This design comes from an exercise in tuning for small area on the open sky130 flow, not from production work. The RTL was checked by simulation tests, not by an equivalence proof against the original design. Power figures rest on the tool's default switching activity, not on a simulated workload.

==> design/flow/design.v <==
module adder_1bit
(
	input wire a,
	input wire b,
	input wire carry_in,
	output wire sum,
	output wire carry_out
);
assign sum = carry_in ^ (a ^ b);
assign carry_out = ((~carry_in) & b & a)|(carry_in & (b | a));
endmodule
module cla_4bit (
  input wire [3:0] a,
  input wire [3:0] b,
  input wire cin,
  output wire cout,
  output wire pg,  
  output wire gg,  
  output wire [3:0] sum
);
  reg [3:0] carry;
  reg [3:0] p;
  reg [3:0] g;
  assign g = a & b;
  assign p = a | b;
  assign carry[0] = cin;
  assign carry[1] = g[0] | (p[0] & carry[0]);
  assign carry[2] = g[1] | (p[1] & g[0]) | (p[1] & p[0] & carry[0]);
  assign carry[3] = g[2] | (p[2] & g[1]) | (p[2] & p[1] & g[0]) | (p[2] & p[1] & p[0] & carry[0]);
  assign cout = g[3] | (p[3] & g[2]) | (p[3] & p[2] & g[1]) | (p[3] & p[2] & p[1] & g[0]) | (p[3] & p[2] & p[1] & p[0] & carry[0]);
  assign sum = (a ^ b) ^ carry;
  assign pg = p[3] & p[2] & p[1] & p[0];
  assign gg = g[3] | (p[3] & g[2]) |(p[3] & p[2] & g[1]) | (p[3] & p[2] & p[1] & g[0]);
endmodule
module cla_16bit (
  input wire [15:0] a,
  input wire [15:0] b,
  input wire cin,
  output wire cout,
  output wire pg,  
  output wire gg,  
  output wire [15:0] sum
);
reg [3:0] p;
reg [3:0] g;
reg [2:0] icout;
assign icout[0] = g[0] | (p[0] & cin);
assign icout[1] = g[1] | (g[0] & p[1]) | (cin & p[0] & p[1]);
assign icout[2] = g[2] | (g[1] & p[2]) | (g[0] & p[1] & p[2]) | (cin & p[0] & p[1] & p[2]);
cla_4bit A1(a[3:0], b[3:0], cin, , p[0], g[0], sum[3:0]);
cla_4bit A2(a[7:4], b[7:4], icout[0], , p[1], g[1], sum[7:4]);
cla_4bit A3(a[11:8], b[11:8], icout[1], , p[2], g[2], sum[11:8]);
cla_4bit A4(a[15:12], b[15:12], icout[2], , p[3], g[3], sum[15:12]);
assign pg = p[0] & p[1] & p[2] & p[3];
assign gg = g[3] | (g[2] & p[3]) | (g[1] & p[2] & p[3]) | (g[0] & p[1] & p[2] & p[3]) | (cin & p[0] & p[1] & p[2] & p[3]);
assign cout = gg;
endmodule
module mult16by4(
  input wire [15:0] a,
  input wire [3:0] b,
  output reg [19:0] product
);
  reg [16:0] ab0;
  reg [16:0] ab1;
  reg [17:0] ab2;
  reg [18:0] ab3;
  reg [18:0] sums [2:0];
  wire couts[7:0];
  wire[15:0] in_abs_val;
  wire[15:0] in_est_val;
  wire[15:0] in_opp_sign;
  cla_16bit AOPS1(.a(~a), .b({16{1'b0}}), .cin(1'b1), .sum(in_opp_sign));
  assign in_est_val=a[15]?in_opp_sign:a;
  assign in_abs_val=in_est_val[15]?16'b0111111111111111:in_est_val;
  assign ab0={1'b0,in_abs_val & {16{b[0]}}};
  assign ab1={(in_abs_val & {16{b[1]}}),1'b0};
  assign ab2={(in_abs_val & {16{b[2]}}),2'b00};
  assign ab3={(in_abs_val & {16{b[3]}}),3'b000};
  cla_16bit A1(.a(ab0[15:0]), .b(ab1[15:0]), .cin(1'b0), .cout(couts[0]), .sum(sums[0][15:0]));  
  adder_1bit A1_1(.a(ab0[16]), .b(ab2[16]), .carry_in(couts[0]), .sum(sums[0][16]), .carry_out(sums[0][17]));  
  assign sums[0][18]=1'b0;
  cla_16bit A2(.a(sums[0][15:0]), .b(ab2[15:0]), .cin(1'b0), .cout(couts[1]), .sum(sums[1][15:0]));  
  adder_1bit A2_1(.a(sums[0][16]), .b(ab2[16]), .carry_in(couts[1]), .sum(sums[1][16]), .carry_out(couts[2]));  
  adder_1bit A2_2(.a(sums[0][17]), .b(ab2[17]), .carry_in(couts[2]), .sum(sums[1][17]), .carry_out(sums[1][18]));  
  cla_16bit A3(.a(sums[1][15:0]), .b(ab3[15:0]), .cin(1'b0), .cout(couts[3]), .sum(sums[2][15:0]));  
  adder_1bit A3_1(.a(sums[1][16]), .b(ab3[16]), .carry_in(couts[3]), .sum(sums[2][16]), .carry_out(couts[4]));  
  adder_1bit A3_2(.a(sums[1][17]), .b(ab3[17]), .carry_in(couts[4]), .sum(sums[2][17]), .carry_out(couts[5]));  
  adder_1bit A3_3(.a(sums[1][18]), .b(ab3[18]), .carry_in(couts[5]), .sum(sums[2][18]), .carry_out(couts[6]));  
  wire [19:0] out_neg;
  cla_16bit A4(.a(~sums[2][15:0]), .b({16{1'b0}}), .cin(1'b1), .sum(out_neg[15:0]), .cout(couts[7]));
  cla_4bit A5(.a(~{couts[6],sums[2][18:16]}), .b({4{1'b0}}), .cin(couts[7]), .sum(out_neg[19:16]));
  assign product[19:0]=a[15]?out_neg:{couts[6],sums[2]};
endmodule
module unsigned_mult16by4(
  input wire [15:0] a,
  input wire [3:0] b,
  output reg [19:0] product
);
  reg [16:0] ab0;
  reg [16:0] ab1;
  reg [17:0] ab2;
  reg [18:0] ab3;
  reg [18:0] sums [2:0];
  wire couts[5:0];
  assign ab0={1'b0,a & {16{b[0]}}};
  assign ab1={(a & {16{b[1]}}),1'b0};
  assign ab2={(a & {16{b[2]}}),2'b00};
  assign ab3={(a & {16{b[3]}}),3'b000};
  cla_16bit A1(.a(ab0[15:0]), .b(ab1[15:0]), .cin(1'b0), .cout(couts[0]), .sum(sums[0][15:0]));  
  adder_1bit A1_1(.a(ab0[16]), .b(ab2[16]), .carry_in(couts[0]), .sum(sums[0][16]), .carry_out(sums[0][17]));  
  assign sums[0][18]=1'b0;
  cla_16bit A2(.a(sums[0][15:0]), .b(ab2[15:0]), .cin(1'b0), .cout(couts[1]), .sum(sums[1][15:0]));  
  adder_1bit A2_1(.a(sums[0][16]), .b(ab2[16]), .carry_in(couts[1]), .sum(sums[1][16]), .carry_out(couts[2]));  
  adder_1bit A2_2(.a(sums[0][17]), .b(ab2[17]), .carry_in(couts[2]), .sum(sums[1][17]), .carry_out(sums[1][18]));  
  cla_16bit A3(.a(sums[1][15:0]), .b(ab3[15:0]), .cin(1'b0), .cout(couts[3]), .sum(sums[2][15:0]));  
  adder_1bit A3_1(.a(sums[1][16]), .b(ab3[16]), .carry_in(couts[3]), .sum(sums[2][16]), .carry_out(couts[4]));  
  adder_1bit A3_2(.a(sums[1][17]), .b(ab3[17]), .carry_in(couts[4]), .sum(sums[2][17]), .carry_out(couts[5]));  
  adder_1bit A3_3(.a(sums[1][18]), .b(ab3[18]), .carry_in(couts[5]), .sum(sums[2][18]), .carry_out(product[19]));  
  assign product[18:0]=sums[2];
endmodule
module flex_buffer
#(
  NUM_BITS = 32
)
(
  input wire clk,
  input wire n_rst,
  input wire en,
  input wire [NUM_BITS-1:0] input_data,
  output reg [NUM_BITS-1:0] output_data
);
  always_ff @ (posedge clk, negedge n_rst) begin
    if (!n_rst) begin
      output_data <= '0;
    end else if (en) begin
      output_data <= input_data;
    end
  end
endmodule
module flex_counter
#(
	parameter NUM_CNT_BITS = 4
)
(
  input wire clk,
  input wire n_rst,
  input wire clear,
  input wire count_enable,
  input wire [NUM_CNT_BITS-1:0] rollover_val,
  output wire [NUM_CNT_BITS-1:0] count_out,
  output wire rollover_flag
);
reg r_flag;
wire r_flag_next;
reg [NUM_CNT_BITS-1:0] counter;
assign rollover_flag=r_flag;
assign count_out=counter;
assign r_flag_next=(counter==rollover_val);
always_ff@(posedge clk, negedge n_rst) begin
  if (n_rst==0) begin
    r_flag<=0;
  end
  else begin
    r_flag<=r_flag_next;
  end
end
always_ff@(posedge clk, negedge n_rst) begin
  if (n_rst==0) begin
    counter<='0;
  end
  else if (clear==1) begin
    counter<='0;
  end
  else if (count_enable==1) begin
    if (r_flag_next) begin
      counter<='0;
    end
    else if (counter == (2**NUM_CNT_BITS-1)) begin
      counter<='0;
    end
    else begin
      counter<=counter+1;
    end
  end
  else begin
    counter<=counter;
  end
end
endmodule
module ud_flex_counter
  #(
  parameter NUM_CNT_BITS = 21
  )
  (
  input wire clk,
  input wire n_rst,
  input wire clear,
  input wire up_count_enable,
  input wire down_count_enable,
  input wire [NUM_CNT_BITS-1:0] rollover_val,
  output wire [NUM_CNT_BITS-1:0] count_out,
  output wire rollover_flag
  );
  reg [NUM_CNT_BITS:0] current;
  reg [NUM_CNT_BITS:0] next;
  always_ff @ (posedge clk, negedge n_rst)
  begin
    if (1'b0 == n_rst)
      begin
        current <= 21'b111111111111111111111;
      end
    else
      begin
        current <= next;
      end   
    end
  always_comb
  begin
    if (up_count_enable)
      begin
        if(current[NUM_CNT_BITS-1:0] == (rollover_val-1))
          begin
            next = {1'b1,rollover_val};
          end
            if(current[NUM_CNT_BITS] == 1'b1)
              begin
                next = {{(NUM_CNT_BITS){1'b0}},1'b1};
              end
            else
              begin
                next = current + 1;
              end
      end
    else if (down_count_enable)
      begin
        if(current[NUM_CNT_BITS-1:0] == (rollover_val-1))
          begin
            next = {1'b1,rollover_val};
          end
        else
          begin
            if(current[NUM_CNT_BITS] == 1'b1)
              begin
                next = {{(NUM_CNT_BITS){1'b0}},1'b1};
              end
            else
              begin
                next = current - 1;
              end
          end
      end
    else
      begin
        next = current;
      end      
    if (clear)
      begin
        next = 21'b000000000000000000000;
      end
  end
  assign count_out = current[NUM_CNT_BITS-1:0];
  assign rollover_flag = current[NUM_CNT_BITS];
endmodule
module flex_stp_sr
  #(
  parameter NUM_BITS = 4,
  parameter SHIFT_MSB = 1)
  (
  input wire clk,
  input wire n_rst,
  input wire shift_enable,
  input wire serial_in,
  output wire [(NUM_BITS - 1):0] parallel_out);
  reg [(NUM_BITS - 1):0] ff_out;
  genvar i;
  assign parallel_out = ff_out;
  always_ff @ (posedge clk, negedge n_rst)
  begin
    if(1'b0 == n_rst)
    begin
      ff_out <= 32'b11111111111111111111111111111111;
    end
    else
    begin
      if(shift_enable == 1'b1)
      begin
        if(SHIFT_MSB == 1)
        begin
          ff_out <= {ff_out[(NUM_BITS - 2):0], serial_in};
        end
        else
        begin
          ff_out <= {serial_in, ff_out[(NUM_BITS - 1):1]};
        end
      end
    end
  end
endmodule
module flex_pts_sr
  #(
  parameter NUM_BITS = 4,
  parameter SHIFT_MSB = 1)
  (
  input wire clk,
  input wire n_rst,
  input wire shift_enable,
  input wire load_enable,
  input wire [(NUM_BITS - 1):0] parallel_in,
  output wire serial_out);
  reg ff_out;
  reg [(NUM_BITS - 1):0] ff_in;
  assign serial_out = ff_out;
  always_ff @ (posedge clk, negedge n_rst)
  begin
    if(1'b0 == n_rst)
    begin
      ff_in <= '1;
    end
    else if(load_enable == 1'b1)
    begin
      ff_in <= parallel_in;
    end
    else if(shift_enable == 1'b1)
    begin
      if(SHIFT_MSB == 1)
      begin
        ff_in <= {ff_in[(NUM_BITS - 2):0], 1'b1};
      end
      else
      begin
        ff_in <= {1'b1, ff_in[(NUM_BITS - 1):1]};
      end
    end
  end
  always_comb
  begin
    if(SHIFT_MSB == 1)
    begin
      ff_out = ff_in[NUM_BITS - 1];
    end
    else
    begin
      ff_out = ff_in[0];
    end
  end
endmodule
module clk_div(
  input wire clk,
  input wire n_rst,
  output reg clk_div,
  output reg shift_en,
  output reg div_en
);
  reg [4:0] curr_c;
  reg [4:0] next_c;
  reg clk_div_next;
  always_ff @ (posedge clk, negedge n_rst) begin
    if (!n_rst) begin
      curr_c <= '0;
      clk_div <= '0;
    end else begin
      curr_c <= next_c;
      clk_div <= clk_div_next;
    end
  end
  always_comb begin
    if (curr_c == 5'b10001) begin
      next_c = 5'b0;
      clk_div_next = !clk_div;
      shift_en = clk_div;
      div_en = !clk_div;
    end else begin
      next_c = curr_c + 1'b1;
      clk_div_next = clk_div;
      shift_en = 1'b0;
      div_en = 1'b0;
    end
  end
endmodule
module i2s_trnmtr_edge_detector(
  input wire clk,
  input wire n_rst,
  input wire ws,
  output wire wsd,
  output wire edge_detected);
  reg ff_out_1;
  reg ff_out_2;
  reg edge_flag;
  assign edge_detected = edge_flag;
  assign wsd = ff_out_1;
  always_ff @ (posedge clk, negedge n_rst) begin
    if(n_rst == 1'b0) begin
      ff_out_1 <= 1'b0;
    end
    else begin
      ff_out_1 <= ws;
    end
  end
  always_ff @ (posedge clk, negedge n_rst) begin
    if(n_rst == 1'b0) begin
      ff_out_2 <= 1'b0;
    end
    else begin
      ff_out_2 <= ff_out_1;
    end
  end
  always_comb begin
    edge_flag = ff_out_1 ^ ff_out_2;
  end
endmodule
module i2s_rcvr_input_cntlr(
  input wire clk,
  input wire n_rst,
  output wire shift);
  reg enable;
  reg [4:0] sample_rollover;
  reg [4:0] count_out;
  reg data_ready;
  reg clear;
  reg shift_current;
  reg shift_next;
  assign shift = shift_current;
  assign sample_rollover = 5'b10000;
  assign clear = 1'b0;
  assign enable = 1'b1;
  flex_counter # (5) EDGE_COUNTER_1    (.clk(clk),
                                        .n_rst(n_rst),
                                        .clear(clear),
                                        .count_enable(enable),
                                        .rollover_val(sample_rollover),
                                        .count_out(count_out),
                                        .rollover_flag(data_ready));
  always_ff @ (posedge clk, negedge n_rst) begin
    if(!n_rst) begin
      shift_current <= 1'b0;
    end
    else begin
      shift_current <= shift_next;
    end
  end
  always_comb begin
    if(data_ready) begin
      shift_next = 1'b0;
    end
    else begin
      shift_next = 1'b1;
    end
  end
endmodule
module i2s_rcvr_shift_reg(
  input wire clk,
  input wire n_rst,
  input wire shift,
  input wire data_in,
  output wire [31:0] data_out);
  flex_stp_sr # (32) SHIFT_REGISTER(.clk(clk),
                                    .n_rst(n_rst),
                                    .shift_enable(shift),
                                    .serial_in(data_in),
                                    .parallel_out(data_out));
endmodule
module i2s_rcvr(
  input wire clk,
  input wire n_rst,
  input wire ws,
  input wire serial_data,
  output wire [31:0] parallel_data);
  reg wsp;
  reg wsd;
  reg shift;
  i2s_trnmtr_edge_detector EDGE_DETECTOR (.clk(clk),
                                        .n_rst(n_rst),
                                        .ws(ws),
                                        .wsd(wsd),
                                        .edge_detected(wsp));
  i2s_rcvr_input_cntlr INPUT_CONTROLLER(.clk(clk),
                                        .n_rst(n_rst),
                                        .shift(shift));
  i2s_rcvr_shift_reg SHIFT_REGISTER(.clk(clk),
                                    .n_rst(n_rst),
                                    .shift(shift),
                                    .data_in(serial_data),
                                    .data_out(parallel_data));
endmodule
module volume_mult(
  input wire [15:0] channel_data,
  input wire [3:0] pot_data,
  output reg [15:0] output_data
);
  reg [19:0] buffer;
  mult16by4 DUT(
    .a(channel_data),
    .b(pot_data),
    .product(buffer)
  );
  assign output_data = buffer[19:4];
endmodule
module flanger_adder(
  input wire [31:0] flanger_data,
  input wire [31:0] sram_data,
  output reg [31:0] output_data
);
  reg [15:0] upper_sum;
  reg [15:0] lower_sum;
  cla_16bit ADD1(
    .a(flanger_data[15:0]), 
    .b(sram_data[15:0]),
    .sum(lower_sum),
    .cin(1'b0)
  );
  cla_16bit ADD2(
    .a(flanger_data[31:16]), 
    .b(sram_data[31:16]),
    .sum(upper_sum),
    .cin(1'b0)
  );
  assign output_data = {upper_sum, lower_sum};
endmodule
module flanger(
  input wire clk,
  input wire n_rst,
  input wire flanger_en,
  input wire shift_en,
  input wire [31:0] input_data,
  input wire [31:0] read_data,
  output reg [31:0] output_data,
  output reg sram_rw
);
  reg [31:0] adder_data;
  flanger_adder ADD(
    .flanger_data(input_data),
    .sram_data(read_data),
    .output_data(adder_data)
  );
  typedef enum bit {
    idle,
    rw_data
  } state;
  state next_st;
  state curr_st;
  always_ff @ (posedge clk, negedge n_rst) begin
    if (!n_rst)
      curr_st <= idle;
    else 
      curr_st <= next_st;
  end
  always_comb begin
    case(curr_st)
      idle:
        if (shift_en)
          next_st = rw_data;
        else
          next_st = idle;
      rw_data:
        next_st = idle;
      default:
        next_st = idle;
    endcase
    if (!flanger_en)
      next_st = idle;
  end
  always_comb begin
    case(curr_st)
      idle:
        sram_rw = 1'b0;
      rw_data:
        sram_rw = 1'b1;
      default:
        sram_rw = 1'b0;
    endcase
    if (!flanger_en)
      sram_rw = 1'b0;
  end
  assign output_data = (!flanger_en ? input_data : adder_data);
endmodule
module daf_sram(
  input wire clk,
  input wire mem_clr,
  input wire read_enable,
  input wire write_enable,
  input wire [15:0] address,
  output wire [15:0] read_data,
  input wire [15:0] write_data
);
  reg [15:0] mem [0:31];
  integer i;
  always_ff @ (posedge clk) begin
    if (mem_clr) begin
      for (i = 0; i < 32; i = i + 1)
        mem[i] <= 16'h0000;
    end else if (write_enable) begin
      mem[address[8:4]] <= write_data;
    end
  end
  assign read_data = mem[address[8:4]];
endmodule
module sram_controller(
  input wire clk,
  input wire n_rst,
  input wire rw_trigger,
  input wire mem_clr,
  input wire mem_init,
  input wire mem_dump,
  input wire [31:0] write_data,
  output wire [31:0] sram_data
);
  localparam START_ADDR = 16'b0;
  localparam LAST_ADDR = 16'h1b90;  
  reg r_en;
  reg w_en;
  reg [15:0] address;
  reg [15:0] next_address;
  reg [15:0] r_addr;
  reg [15:0] w_addr;
  reg [15:0] next_r_addr;
  reg [15:0] next_w_addr;
  reg [15:0] write_data_half;
  reg [15:0] read_data_half;
  reg [31:0] read_data;
  reg [31:0] next_read_data;
  daf_sram SRAM(
    .clk(clk),
    .mem_clr(mem_clr),
    .read_enable(r_en),
    .write_enable(w_en),
    .address(address),
    .read_data(read_data_half),  
    .write_data(write_data_half)
  );
  typedef enum bit [2:0] {
    idle,
    read_setup,
    read,
    read_full_setup,
    read_full,
    write,
    write_wait,
    write_full
  } state;
  state curr_st;
  state next_st;
  always @ (posedge clk, negedge n_rst) begin
    if (!n_rst) begin
      curr_st <= idle;
      address <= START_ADDR;
      r_addr <= 16'h0010;
      w_addr <= 16'h0000;
      read_data <= 32'h00000000;
    end else if (r_addr == LAST_ADDR) begin
      r_addr <= 16'h0000;
    end else if (w_addr == LAST_ADDR) begin
      w_addr <= 16'h0000;
    end else begin
      curr_st <= next_st;
      address <= next_address;
      r_addr <= next_r_addr;
      w_addr <= next_w_addr;
      read_data <= next_read_data;
    end
  end
  always_comb begin
    case(curr_st)
      idle: begin
        next_st = idle;
        if (rw_trigger)
          next_st = read_setup;
      end
      read_setup:
        next_st = read;
      read:
        next_st = read_full_setup;
      read_full_setup:
        next_st = read_full;
      read_full:
        next_st = write;
      write:
        next_st = write_wait;
      write_wait:
        next_st = write_full;
      write_full:
        next_st = idle;
      default: 
        next_st = idle;
    endcase
  end
  always_comb begin
    case(curr_st)
      idle: begin
        r_en = 1'b0;
        w_en = 1'b0;
        next_r_addr = r_addr;
        next_w_addr = w_addr;
        next_address = address;
        next_read_data = read_data;
        write_data_half = 16'b0;  
      end
      read_setup: begin
        r_en = 1'b0;
        w_en = 1'b0;
        next_w_addr = w_addr;
        next_r_addr = r_addr;
        next_address = r_addr;  
        next_read_data = read_data;  
        write_data_half = 16'b0;
      end
      read: begin
        r_en = 1'b1;  
        w_en = 1'b0;
        next_w_addr = w_addr;
        next_r_addr = r_addr + 16;  
        next_address = r_addr;
        next_read_data[31:16] = read_data_half;  
        next_read_data[15:0] = read_data[15:0];  
        write_data_half = 16'b0;
      end
      read_full_setup: begin
        r_en = 1'b0;
        w_en = 1'b0;
        next_w_addr = w_addr;     
        next_r_addr = r_addr;
        next_address = r_addr;  
        next_read_data = read_data;  
        write_data_half = 16'b0;
      end
      read_full: begin
        r_en = 1'b1;  
        w_en = 1'b0;
        next_w_addr = w_addr;
        next_r_addr = r_addr + 16;  
        next_address = w_addr;
        next_read_data[15:0] = read_data_half;  
        next_read_data[31:16] = read_data[15:0];  
        write_data_half = 16'b0; 
      end
      write: begin
        r_en = 1'b0;
        w_en = 1'b1;  
        next_w_addr = w_addr + 16;  
        next_r_addr = r_addr;
        next_address = w_addr;
        next_read_data = read_data;  
        write_data_half = write_data[31:16];
      end
      write_wait: begin
        r_en = 1'b0;
        w_en = 1'b0;  
        next_w_addr = w_addr;
        next_r_addr = r_addr;
        next_address = w_addr;
        next_read_data = read_data;  
        write_data_half = 16'h0;
      end
      write_full: begin
        r_en = 1'b0;
        w_en = 1'b1;  
        next_w_addr = w_addr + 16;  
        next_r_addr = r_addr;
        next_address = address;
        next_read_data = read_data;  
        write_data_half = write_data[15:0];
      end
      default: begin
        r_en = 1'b0;
        w_en = 1'b0;
        next_r_addr = r_addr;
        next_w_addr = w_addr;
        next_address = address;
        next_read_data = read_data;
        write_data_half = 16'b0;  
      end
    endcase
  end
  assign sram_data = read_data;
endmodule
module amp_clip(
  input wire [15:0] inchan,
  input wire [3:0] comp_in,
  output wire [15:0] outchan
  );
  wire [15:0] pos_comp_out;
  wire [15:0] neg_comp_out;
  wire [15:0] amp_comp_val;
  wire mid_neg_flag;
  wire out_neg_flag;
  wire [15:0] pos_clipped;
  wire [15:0] neg_clipped;
  wire [15:0] clipped_out;
  assign amp_comp_val={1'b0,comp_in,11'b00000000000};
  assign mid_neg_flag=inchan[15];
  assign out_neg_flag=mid_neg_flag?neg_comp_out[15]:~pos_comp_out[15];
  assign clipped_out=mid_neg_flag?neg_clipped:pos_clipped;
  assign outchan=out_neg_flag?clipped_out:inchan;
  cla_16bit A1(.a(inchan), .b(~amp_comp_val), .cin(1'b1), .sum(pos_comp_out));
  cla_16bit A2(.a(inchan), .b(amp_comp_val), .cin(1'b0), .sum(neg_comp_out));
  cla_16bit A3(.a({2'b00,pos_comp_out[14:1]}), .b(amp_comp_val), .cin(1'b0), .sum(pos_clipped));
  cla_16bit A4(.a({2'b11,neg_comp_out[14:1]}), .b(~amp_comp_val), .cin(1'b1), .sum(neg_clipped));
endmodule
module amp_comp(
    input wire clk,
    input wire n_rst,
    input wire en,
    input wire [15:0] inchan,
    input wire [3:0] in_thresh,
    output wire [15:0] outchan
    );
    reg [15:0] reg_1_out;
    reg [15:0] reg_2_out;
    reg [15:0] reg_3_out;
    reg [15:0] reg_4_out;
    flex_buffer # (.NUM_BITS(16)) BUFFER1 (.clk(clk),
					  .n_rst(n_rst),
					  .en(en),
					  .input_data(inchan),
					  .output_data(reg_1_out));
    flex_buffer # (.NUM_BITS(16)) BUFFER2  (.clk(clk),
					  .n_rst(n_rst),
					  .en(en),
					  .input_data(reg_1_out),
					  .output_data(reg_2_out));
    flex_buffer # (.NUM_BITS(16)) BUFFER3  (.clk(clk),
					  .n_rst(n_rst),
					  .en(en),
					  .input_data(reg_2_out),
					  .output_data(reg_3_out));
    flex_buffer # (.NUM_BITS(16)) BUFFER4  (.clk(clk),
					  .n_rst(n_rst),
					  .en(en),
					  .input_data(reg_3_out),
					  .output_data(reg_4_out));
    wire [15:0] AcmpB;  
    wire [15:0] CcmpD;  
    wire [15:0] diff1;  
    wire [15:0] ABmax;  
    wire [15:0] CDmax;  
    wire [15:0] max;    
    wire [15:0] A_raw;  
    wire [15:0] B_raw;  
    wire [15:0] C_raw;  
    wire [15:0] D_raw;  
    wire [15:0] A_opp_sign;  
    wire [15:0] B_opp_sign;  
    wire [15:0] C_opp_sign;  
    wire [15:0] D_opp_sign;  
    wire [15:0] A_est;
    wire [15:0] B_est;
    wire [15:0] C_est;
    wire [15:0] D_est;
    wire [15:0] A;  
    wire [15:0] B;  
    wire [15:0] C;  
    wire [15:0] D;  
    assign A_raw=reg_1_out;
    assign B_raw=reg_2_out;
    assign C_raw=reg_3_out;
    assign D_raw=reg_4_out;
    cla_16bit ABSA(.a(~A_raw), .b({16{1'b0}}), .cin(1'b1), .sum(A_opp_sign));  
    assign A_est=A_raw[15]?A_opp_sign:A_raw;  
    assign A=A_est[15]?16'b0111111111111111:A_est;
    cla_16bit ABSB(.a(~B_raw), .b({16{1'b0}}), .cin(1'b1), .sum(B_opp_sign));  
    assign B_est=B_raw[15]?B_opp_sign:B_raw;  
    assign B=B_est[15]?16'b0111111111111111:B_est;
    cla_16bit ABSC(.a(~C_raw), .b({16{1'b0}}), .cin(1'b1), .sum(C_opp_sign));  
    assign C_est=C_raw[15]?C_opp_sign:C_raw;  
    assign C=C_est[15]?16'b0111111111111111:C_est;
    cla_16bit ABSD(.a(~D_raw), .b({16{1'b0}}), .cin(1'b1), .sum(D_opp_sign));  
    assign D_est=D_raw[15]?D_opp_sign:D_raw;  
    assign D=D_est[15]?16'b0111111111111111:D_est;
    cla_16bit A2(.a(A), .b(~B), .cin(1'b1), .sum(AcmpB));  
    cla_16bit A3(.a(C), .b(~D), .cin(1'b1), .sum(CcmpD));  
    assign ABmax = AcmpB[15]?B:A;  
    assign CDmax = CcmpD[15]?D:C;  
    cla_16bit A4(.a(ABmax), .b(~CDmax), .cin(1'b1), .sum(diff1));  
    assign max = diff1[15]?CDmax:ABmax;  
    wire [15:0] diff2;  
    wire [19:0] product;  
    wire [15:0] modifier;
    wire enable;
    assign enable = !diff2[15];  
    cla_16bit A5(.a(max), .b(~{1'b0,in_thresh,{11{1'b0}}}), .cin(1'b1), .sum(diff2));  
    unsigned_mult16by4 M1(.a(D), .b(diff2[14:11]), .product(product));  
    assign modifier = !enable?{16{1'b0}}:
      (max[14]?{{4{1'b0}},product[19:8]}:
      (max[13]?{{3{1'b0}},product[19:7]}:
      (max[12]?{{2{1'b0}},product[19:6]}:
      (max[11]?{{1{1'b0}},product[19:5]}:
      {16{1'b0}}))));  
    wire [15:0] out_pos_val;
    wire [15:0] out_neg_val;
    cla_16bit A6(.a(reg_4_out), .b(~modifier), .cin(1'b1), .sum(out_pos_val));
    cla_16bit A7(.a(reg_4_out), .b(modifier), .cin(1'b0), .sum(out_neg_val));
    assign outchan=reg_4_out[15]?out_neg_val:out_pos_val;
endmodule
module fader_state (
    input wire clk,
    input wire n_reset,
    input wire clear,
    input wire fad_enable,
    output reg [21:0] countVal
);
  typedef enum bit [3:0] {
  idle,
  countUp,
  countDown
  } stateType;
  reg upCnt;
  reg dnCnt;
  reg roll_flag;
ud_flex_counter #(.NUM_CNT_BITS(22)) DUT(
  .clk(clk),
  .n_rst(n_reset),
  .clear(clear),
  .up_count_enable(upCnt),
  .down_count_enable(dnCnt),
  .rollover_val(22'b1111111111111111111111),
  .count_out(countVal),
  .rollover_flag(roll_flag)
  );
  stateType state;
  stateType nxt_state;
  always_ff @ (negedge n_reset, posedge clk)
  begin
    if(1'b0 == n_reset)
    begin
      state <= idle;
    end
    else
      begin
        state <= nxt_state;
      end        
  end 
always_comb
  begin  
    case (state)       
      idle:
      begin
        if (fad_enable == 1'b1)
          begin
            nxt_state = countDown;
          end
        else
          begin
            nxt_state = idle;
          end
      end
      countDown:
      begin  
        if(countVal=='0)
          begin
            nxt_state = countUp;
          end
        else
          begin
            nxt_state = countDown;
          end
      end 
      countUp:
      begin
        if(countVal == 21'b111111111111111111111)
          begin
            nxt_state = idle;
          end
        else
          begin
            nxt_state = countUp;
          end
      end
      default:
      begin
        nxt_state = idle;
      end          
    endcase
  end  
  always_comb
  begin
        upCnt = 1'b0;
        dnCnt = 1'b0;
    case (state)       
      idle:
      begin
        upCnt = 1'b0;
        dnCnt = 1'b0;
      end
      countUp:
      begin
        upCnt = 1'b1;
        dnCnt = 1'b0;
      end 
      countDown:
      begin
        upCnt = 1'b0;
        dnCnt = 1'b1;
      end
      default:
      begin
        upCnt = 1'b0;
        dnCnt = 1'b0;
      end          
    endcase
  end  
endmodule
module fader (
    input wire clk,
    input wire n_reset,
    input wire clear,
    input wire fad_enable,
    input wire [31:0] signal_in,
    output wire [31:0] signal_out
);
  reg [21:0] mult_val; 
  reg [19:0] prod1;
  reg [19:0] prod2;
  fader_state POOP(
    .clk(clk),
    .n_reset(n_reset),
    .clear(clear),
    .fad_enable(fad_enable),
    .countVal(mult_val)
  );
  mult16by4 P1(
  .a(signal_in[31:16]),
  .b(mult_val[20:17]),
  .product(prod1)
  );
  mult16by4 P2(
  .a(signal_in[15:0]),
  .b(mult_val[20:17]),
  .product(prod2)
  );
assign signal_out[31:16] = prod1[19:4]; 
assign signal_out[15:0] = prod2[19:4]; 
endmodule
module i2s_trnmtr_cntlr(
  input wire clk,
  input wire n_rst,
  output wire ws,
  output wire load);
  reg ws_switch;
  reg ws_current;
  reg ws_next;
  reg [4:0] count_out_2;
  reg load_flag;
  assign ws = ws_current;
  assign load = load_flag;
  flex_counter # (5) EDGE_COUNTER_2    (.clk(clk),
                                        .n_rst(n_rst),
                                        .clear(1'b0),
                                        .count_enable(1'b1),
                                        .rollover_val(5'b10000),
                                        .count_out(count_out_2),
                                        .rollover_flag(ws_switch));
  typedef enum bit [2:0] {START, LOAD_L, LOAD_R, TRANSMIT_L, TRANSMIT_R} stateType;
  stateType state;
  stateType next_state;
  always_ff @ (posedge clk, negedge n_rst) begin
    if (!n_rst) begin
      state <= START;
    end
    else begin
      state <= next_state;
    end
  end
  always_comb begin
    ws_current = 1'b1;
    load_flag = 1'b0;
    next_state = START;
    case(state)
      START:
      begin
        load_flag = 1'b0;
        ws_current = 1'b0;
        next_state = LOAD_L;
      end
      LOAD_L:
      begin
        load_flag = 1'b1;
        ws_current = 1'b0;
        next_state = TRANSMIT_L;
      end
      LOAD_R:
      begin
        load_flag = 1'b1;
        ws_current = 1'b1;
        next_state = TRANSMIT_R;
      end
      TRANSMIT_L:
      begin
        load_flag = 1'b0;
        ws_current = 1'b0;
        if(ws_switch) next_state = LOAD_R;
        else next_state = TRANSMIT_L;
      end
      TRANSMIT_R:
      begin
        load_flag = 1'b0;
        ws_current = 1'b1;
        if(ws_switch) next_state = LOAD_L;
        else next_state = TRANSMIT_R;
      end
    endcase
  end
endmodule
module i2s_trnmtr_double_reg(
  input wire clk,
  input wire n_rst,
  input wire [31:0] data_in,
  output wire [15:0] data_left,
  output wire [15:0] data_right);
  reg [15:0] ff_left;
  reg [15:0] ff_right;
  assign data_left = ff_left;
  assign data_right = ff_right;
  always_ff @ (posedge clk, negedge n_rst) begin
    if (!n_rst) begin
      ff_left <= '0;
    end
    else begin
      ff_left <= data_in[31:16];
    end
  end
  always_ff @ (posedge clk, negedge n_rst) begin
    if (!n_rst) begin
      ff_right <= '0;
    end
    else begin
      ff_right <= data_in[15:0];
    end
  end
endmodule
module i2s_trnmtr_shift_reg(
  input wire clk,
  input wire n_rst,
  input wire shift,
  input wire load,
  input wire wsd,
  input wire [15:0] data_left,
  input wire [15:0] data_right,
  output wire data_out);
  reg [15:0] data;
  flex_pts_sr # (16) SHIFT_REGISTER (.clk(clk),
                                     .n_rst(n_rst),
                                     .shift_enable(shift),
                                     .load_enable(load),
                                     .parallel_in(data),
                                     .serial_out(data_out));
  always_comb begin
    if (!wsd) begin
      data = data_left;
    end
    else begin
      data = data_right;
    end
  end
endmodule
module i2s_trnmtr(
  input wire clk,
  input wire n_rst,
  input wire [31:0] parallel_data,
  output wire ws_flag,
  output wire serial_data);
  reg ws;
  reg wsd;
  reg edge_detected;
  reg load;
  reg [15:0] data_left;
  reg [15:0] data_right;
  assign ws_flag = ws;
  i2s_trnmtr_edge_detector EDGE_DETECTOR (.clk(clk),
                                          .n_rst(n_rst),
                                          .ws(ws),
                                          .wsd(wsd),
                                          .edge_detected(edge_detected));
  i2s_trnmtr_cntlr CONTROLLER (.clk(clk),
                                .n_rst(n_rst),
                                .ws(ws),
                                .load(load));
  i2s_trnmtr_double_reg CHANNEL_REGISTERS(.clk(clk),
                                          .n_rst(n_rst),
                                          .data_in(parallel_data),
                                          .data_left(data_left),
                                          .data_right(data_right));
  i2s_trnmtr_shift_reg SHIFT_REGISTER (.clk(clk),
                                        .n_rst(n_rst),
                                        .shift(!load),
                                        .load(load),
                                        .wsd(ws),
                                        .data_left(data_left),
                                        .data_right(data_right),
                                        .data_out(serial_data));
endmodule
module daf_design(
	   input wire clk,
	   input wire n_rst,
     input wire ws_in,
	   input wire [3:0] pot_vol,
	   input wire [3:0] pot_amp_com,
	   input wire [3:0] pot_amp_clp,
	   input wire [3:0] swch_mode_en,   
     input wire mem_clr,
     input wire serial_data_in,
     output wire serial_data_out,
     output wire ws_out
);
  reg [31:0] parallel_i2s;
  reg sram_rw;
  reg [31:0] sram_read_data;
  reg clk_div;
  reg shift_en;
  reg div_en;
  reg [31:0] parallel_buf_vol;
  reg [31:0] parallel_vol;
  reg [31:0] parallel_buf_flang;
  reg [31:0] parallel_flang;
  reg [31:0] parallel_buf_ampclp;
  reg [31:0] parallel_ampclp;
  reg [31:0] parallel_ampclp_out;
  reg [31:0] parallel_buf_ampcom;
  reg [31:0] parallel_ampcom;
  reg [31:0] parallel_ampcom_out;
  reg [31:0] parallel_buf_fad;
  reg [31:0] parallel_fad;
  reg [31:0] parallel_buf_trns;
  assign parallel_ampclp = (swch_mode_en[2] ? parallel_ampclp_out : parallel_buf_ampclp);
  assign parallel_ampcom = (swch_mode_en[1] ? parallel_ampcom_out : parallel_buf_ampcom);
  clk_div DIVIDER(
    .clk(clk),
    .n_rst(n_rst),
    .clk_div(clk_div),
    .shift_en(shift_en),
    .div_en(div_en)
  );
  i2s_rcvr I2SRCVR(
    .clk(clk),
    .n_rst(n_rst),
    .ws(ws_in),
    .serial_data(serial_data_in),
    .parallel_data(parallel_i2s)
  );
  flex_buffer #(32) BVOL(
    .clk(clk),
    .n_rst(n_rst),
    .en(div_en),
    .input_data(parallel_i2s),
    .output_data(parallel_buf_vol)
  );
  volume_mult VOL1(
    .channel_data(parallel_buf_vol[31:16]),
    .pot_data(pot_vol),
    .output_data(parallel_vol[31:16])
  );
  volume_mult VOL2(
    .channel_data(parallel_buf_vol[15:0]),
    .pot_data(pot_vol),
    .output_data(parallel_vol[15:0])
  );
  flex_buffer #(32) BFLANG(
    .clk(clk),
    .n_rst(n_rst),
    .en(div_en),
    .input_data(parallel_vol),
    .output_data(parallel_buf_flang)
  );
  flanger FLANG(
    .clk(clk),
    .n_rst(n_rst),
    .flanger_en(swch_mode_en[3]),
    .shift_en(shift_en),
    .input_data(parallel_buf_flang),
    .read_data(sram_read_data),
    .output_data(parallel_flang),
    .sram_rw(sram_rw)
  );
  sram_controller SRAMC(
    .clk(clk),
    .n_rst(n_rst),
    .rw_trigger(sram_rw),
    .mem_clr(mem_clr),
    .mem_init(1'b0),
    .mem_dump(1'b0),
    .write_data(parallel_buf_flang),  
    .sram_data(sram_read_data)
  );
  flex_buffer #(32) BAMPCLP(
    .clk(clk),
    .n_rst(n_rst),
    .en(div_en),
    .input_data(parallel_flang),
    .output_data(parallel_buf_ampclp)
  );
  amp_clip AMPCLP1(
      .inchan(parallel_buf_ampclp[31:16]),
      .comp_in(pot_amp_clp),
      .outchan(parallel_ampclp_out[31:16])
  );
  amp_clip AMPCLP2(
      .inchan(parallel_buf_ampclp[15:0]),
      .comp_in(pot_amp_clp),
      .outchan(parallel_ampclp_out[15:0])
  );
  flex_buffer #(32) BAMPCOMP(
    .clk(clk),
    .n_rst(n_rst),
    .en(div_en),
    .input_data(parallel_ampclp),
    .output_data(parallel_buf_ampcom)
  );
  amp_comp AMPCMP1(
    .clk(clk),
    .n_rst(n_rst),
    .en(div_en),
    .inchan(parallel_buf_ampcom[31:16]),
    .in_thresh(pot_amp_com),
    .outchan(parallel_ampcom_out[31:16])
  );
  amp_comp AMPCMP2(
    .clk(clk),
    .n_rst(n_rst),
    .en(div_en),
    .inchan(parallel_buf_ampcom[15:0]),
    .in_thresh(pot_amp_com),
    .outchan(parallel_ampcom_out[15:0])
  );
  flex_buffer #(32) BFAD(
    .clk(clk),
    .n_rst(n_rst),
    .en(div_en),
    .input_data(parallel_ampcom),
    .output_data(parallel_buf_fad)
  );
  fader FAD(
    .clk(clk),
    .n_reset(n_rst),
    .clear(1'b0),
    .fad_enable(swch_mode_en[0]),
    .signal_in(parallel_buf_fad),
    .signal_out(parallel_fad)
  );  
  flex_buffer #(32) BUFTRNS(
    .clk(clk),
    .n_rst(n_rst),
    .en(1'b1),
    .input_data(parallel_fad),
    .output_data(parallel_buf_trns)
  );
  i2s_trnmtr I2STRNS(
    .clk(clk),
    .n_rst(n_rst),
    .parallel_data(parallel_buf_trns),
    .ws_flag(ws_out),
    .serial_data(serial_data_out)
  );
endmodule
==> design/flow/run.sh <==
#!/bin/bash
# synth_recipe.tcl (not shown) runs the flow's synth.tcl, then flattens the netlist and writes it again
# the make line also repeats each setting of config.mk as NAME=value (left out here)
make -C /OpenROAD-flow-scripts/flow DESIGN_CONFIG=/design/flow/config.mk WORK_HOME=/design/flow/orfs CLKGATE_MAP_FILE= SYNTH_SCRIPT=/design/flow/synth_recipe.tcl finish
==> design/flow/config.mk <==
export PLATFORM = sky130hd
export DESIGN_NAME = daf_design
export DESIGN_NICKNAME = daf_design
export VERILOG_FILES = /design/flow/design.v
export SDC_FILE = /design/flow/constraint.sdc
export NUM_CORES = 4
export LEC_CHECK = 0
export CAP_MARGIN = 20
export CORE_MARGIN = 2
export CORE_UTILIZATION = 40
export SLEW_MARGIN = 20
==> design/flow/constraint.sdc <==
create_clock -name core_clock -period 16.0 [get_ports {clk}]
set_input_delay 3.2000 -clock core_clock [delete_from_list [all_inputs] [get_ports {clk}]]
set_output_delay 3.2000 -clock core_clock [all_outputs]
set_load 0.01 [all_outputs]
==> notes.md <==
wire length of the first global-routing pass=296,700 um; depth of the worst hold-timing path=0; half-perimeter wire length after detailed placement=132,700 um; Hold Path Origin=BUFTRNS.output_data[12]; reported max-cap violation count=0; Final ANT Viol Nets=0; Final Cycle Share=94.09%; starting utilization of the core area=40.23%; Mapped Avg Cell Area=9.381 um2; Final Max Slew Viols=0; Inserted Clock Buffers=110; clock input transition at the sequential cells of the worst setup and hold paths=0.06 ns; reg-to-reg endpoint=BFAD.output_data[30]; largest net degree at the start of global routing=217; per-cell routed wire length=18.30 um; Std-Cell Core Area=0.1829 mm2; endpoint of the worst hold-timing path=I2STRNS.CHANNEL_REGISTERS.ff_right[12]; CTS tree=yes; number of library cell types mapped by synthesis=106; worst setup slack for register-to-register paths=0.95 ns; H-Tree Depth=3; post-route cell area=0.08031 mm2; placed inst area=0.07632 mm2; residual overflow from global routing=0; per-cell via count in the routed design=5.273; area of the mapped netlist=0.07358 mm2; placed cells=10,021; outcome=no timing/DRC/antenna violations; Hold Fails Final Rpt=0; Final min period=15.05 ns; power density relative to cell area=103.7 mW/mm2; residual DRC count=0; FF+latch count, synth=1,024; total number of vias=53,991; normalized max-slew margin=22.07%; Layout Area Growth over Synthesis=9.157%; Setup Total Neg Slack=0 ns; number of input and output port buffers inserted=21; number of global-route vias before repair=53,391; Worst Reg2Reg Path Length in Cells=64; initial antenna violation count=3; hold buffer count at cts=0; Vert. Die Dim=432.9 um; placement row count=157; number of enable-type register cells in the synthesized netlist=512; count of synthesis-stage warnings from yosys=89; Total Wirelength=187,400 um; data arrival time of the worst path=15.70 ns; number of nets in the layout=8,614; Iteration-0 DRC Markers=3,987; post-route insts no fill=10,240; standby leakage power=36.22 nW; Bufs on Longest Clock Path=3; worst-case hold slack=0.3189 ns; Die Area=0.1874 mm2; Global Route Usage Sum=19.90%; proportion of register bits with asynchronous set or reset after synthesis=50.00%; cell at the slowest stage of the critical path=sky130_fd_sc_hd__or4b_2; Top FF cell, synth=sky130_fd_sc_hd__edfxtp_1; routability congestion estimate from global placement=0.9120; sequential area share after synthesis=38.43%; maximum clock skew at final layout=0.1053 ns; DR pass1 iterations=6; CTS root buffer=sky130_fd_sc_hd__clkbuf_16; gate count after technology mapping=7,843; Hold WC Path Type=reg2reg; largest stage delay on the critical path=0.64 ns; actual transition at the worst max-transition pin=1.166 ns; type of destination of the critical path=flop; data required time at the worst endpoint=16.65 ns; Max Fanout on Critical Path=15; cell type with the highest occurrence count on the critical path=sky130_fd_sc_hd__nor2_1; Mapped Nets=8,774; number of sinks driven by the clock tree=1,024; fraction of layout cells with a size suffix above 1=9.004%; number of top-level design ports=23; startpoint type of the worst setup path=flop; achievable clock frequency=66.42 MHz; final count of negative-setup-slack endpoints=0; category of the critical setup timing path=reg2reg; die width=432.9 um; IR Drop Worst-Case VDD=0.1078 mV; startpoint of the lowest-slack register-to-register path=AMPCMP1.BUFFER1.output_data[6]; clock latency reported for the late side of the worst-skew pair=0.81 ns
-- where the power goes --
part | total (mW) | internal, mW | switching, mW
Sequential | 3.23 | 3.03 | 0.194
Clock | 2.56 | 1.39 | 1.17
Combinational | 2.55 | 1.05 | 1.50
Total | 8.33 | 5.47 | 2.86
-- state kept, by name (all words and copies together), names as in the netlist, 32 cells and up --
register and flops:
SRAMC.SRAM.mem 512, BAMPCLP.output_data 32, BAMPCOMP.output_data 32, BFAD.output_data 32, BFLANG.output_data 32, BUFTRNS.output_data 32, BVOL.output_data 32, I2SRCVR.SHIFT_REGISTER.SHIFT_REGISTER.ff_out 32
SRAMC.read_data 32
-- per-stage QoR --
stage | utilization [%] | power, mW | setup slack, ns
6_report | 43.92 | 8.331 | 0.9454
5_1_grt | 43.91 | 8.799 | -0.01558
4_1_cts | 43.71 | 8.412 | 0.4733
3_5_place_dp | 41.73 | 5.837 | 0.5541
3_3_place_gp | 41.73 | 5.762 | 0.7151
2_1_floorplan | - | 5.078 | 2.447
-- cell families after synthesis --
family,share of synthesized area (%)
fa+ha+maj,16.88
simple gates,15.30
buf+inv,6.387
flops,38.43
compound gates,11.16
mux,6.879
xor+xnor,4.964
-- cells in the mapped netlist, types with 85 or more instances --
cell                       number  share of area, %
sky130_fd_sc_hd__o21bai_1      85              0.87
sky130_fd_sc_hd__inv_1        846               4.3
sky130_fd_sc_hd__dfrtp_1      442                15
sky130_fd_sc_hd__nand2b_1     108              0.92
sky130_fd_sc_hd__nor2_1       946               4.8
sky130_fd_sc_hd__edfxtp_1     512                21
sky130_fd_sc_hd__mux2i_1      153               2.1
sky130_fd_sc_hd__xor2_1       156               1.9
sky130_fd_sc_hd__mux4_2       128               3.9
sky130_fd_sc_hd__a21oi_1      298               2.0
sky130_fd_sc_hd__o21ai_0      420               2.9
sky130_fd_sc_hd__clkbuf_1     340               1.7
sky130_fd_sc_hd__xnor2_1      261               3.1
sky130_fd_sc_hd__fa_1         108               2.9
sky130_fd_sc_hd__nand2_1     1044               5.3
sky130_fd_sc_hd__ha_1         802                14
-- cell usage in the layout, fill, tap and decap left out, types with 24 or more instances in the layout --
cell / Yosys / layout
sky130_fd_sc_hd__nor4_1: 33 / 31
sky130_fd_sc_hd__o22ai_1: 29 / 28
sky130_fd_sc_hd__and3_1: 57 / 57
sky130_fd_sc_hd__a31oi_1: 31 / 31
sky130_fd_sc_hd__dfstp_2: 70 / 70
sky130_fd_sc_hd__inv_1: 846 / 846
sky130_fd_sc_hd__mux2i_1: 153 / 148
sky130_fd_sc_hd__xor2_1: 156 / 155
sky130_fd_sc_hd__nor3_1: 84 / 80
sky130_fd_sc_hd__o21ai_0: 420 / 418
sky130_fd_sc_hd__ha_1: 802 / 802
sky130_fd_sc_hd__o21bai_1: 85 / 85
sky130_fd_sc_hd__nor2b_1: 68 / 68
sky130_fd_sc_hd__or2_2: 27 / 27
sky130_fd_sc_hd__mux4_2: 128 / 128
sky130_fd_sc_hd__dfrtp_1: 442 / 440
sky130_fd_sc_hd__a21o_1: 33 / 33
sky130_fd_sc_hd__mux2_2: 54 / 54
sky130_fd_sc_hd__o21ba_2: 44 / 44
sky130_fd_sc_hd__clkbuf_16: 0 / 110
sky130_fd_sc_hd__nand2b_1: 108 / 106
sky130_fd_sc_hd__nand4_1: 24 / 24
sky130_fd_sc_hd__o31ai_1: 39 / 37
sky130_fd_sc_hd__and2_1: 46 / 46
sky130_fd_sc_hd__nor2_1: 946 / 943
sky130_fd_sc_hd__edfxtp_1: 512 / 512
sky130_fd_sc_hd__nand3_1: 61 / 61
sky130_fd_sc_hd__xnor2_1: 261 / 260
sky130_fd_sc_hd__nand2_1: 1044 / 1042
sky130_fd_sc_hd__a22oi_1: 42 / 42
sky130_fd_sc_hd__fa_1: 108 / 107
sky130_fd_sc_hd__a21oi_1: 298 / 279
sky130_fd_sc_hd__buf_4: 3 / 90
sky130_fd_sc_hd__or3_1: 27 / 26
sky130_fd_sc_hd__clkbuf_1: 340 / 24
sky130_fd_sc_hd__o211ai_1: 34 / 34
-- worst max-delay path by stage --
stage,start,end,slack [ns],cells after the start
after CTS,AMPCMP2.BUFFER1.output_data[0],BFAD.output_data[15],0.47,71
final,AMPCMP1.BUFFER1.output_data[6],BFAD.output_data[30],0.95,64
after global placement,AMPCMP2.BUFFER1.output_data[0],BFAD.output_data[15],0.72,71
after floorplan,AMPCMP1.BUFFER1.output_data[6],BFAD.output_data[30],2.45,65
after global routing,AMPCMP2.BUFFER2.output_data[6],BFAD.output_data[15],-0.02,69
after detailed placement,AMPCMP2.BUFFER1.output_data[0],BFAD.output_data[15],0.55,71
-- metal layers --
layer / global-route usage [%] / vias up / share of wire [%]
li1: - / 25995 / -
met3: 2.641 / 306 / 4.8
met1: 25.57 / 26500 / 43
met2: 34.33 / 1186 / 49
met4: 6.769 / 4 / 3.5
met5: 0 / - / 0.11
-- worst max-delay path, delay by kind of cell (launching register included) --
kind                       cells  cell delay (ns)
AOI/OAI and AO/OA             26             5.06
xor gates and xnor gates       1             0.27
adders and majority gates     12             3.95
buffers and inverters          7             0.70
DFF                            1             0.45
muxes                          2             0.76
and+or+nand+nor               16             3.75
-- repair_timing --
item                                    in CTS  in global routing
gates resized for setup                      0                 34
buffers inserted                             0                 10
endpoints found under the setup margin       0                 10
-- cell type report --
| cell class | instances | area, um2 |
|---|---|---|
| fill | 17539 | 102600 |
| multi-input combinational | 5575 | 41060 |
| sequential | 1024 | 28280 |
| inverter | 852 | 3202 |
| tap | 2464 | 3083 |
| clock buffer | 148 | 3017 |
| timing repair buffer | 120 | 1076 |
| clock inverter | 55 | 594.3 |
| antenna | 2 | 5.005 |

re-timing with driven ports:
How much do the figures lean on ideal ports? The routed layout below was timed once more, with nothing changed but the port constraints. Step 1 assumes that a clkbuf_16 drives the clock port and a buf_2 every other input. Step 2 adds t to the input delays and takes it off the output delays; t is the mean of the earliest and latest rising clock arrival at the registers after step 1. Input paths then give back, and output paths get back, about the clock's delay inside the block. Three values: no drivers, after step 1, after step 2; two values: the first two.
shift t [ns]: 0.846
slack for setup (ns): 0.945 / 0.945 / 0.945
worst hold slack (ns): 0.319 / 0.319 / 0.319
cell pins on the clock port's net: 1
After both steps setup and hold are still met in this run. The setup slack of this run moves by 0.000 ns with the drivers and by 0.000 ns with both steps.
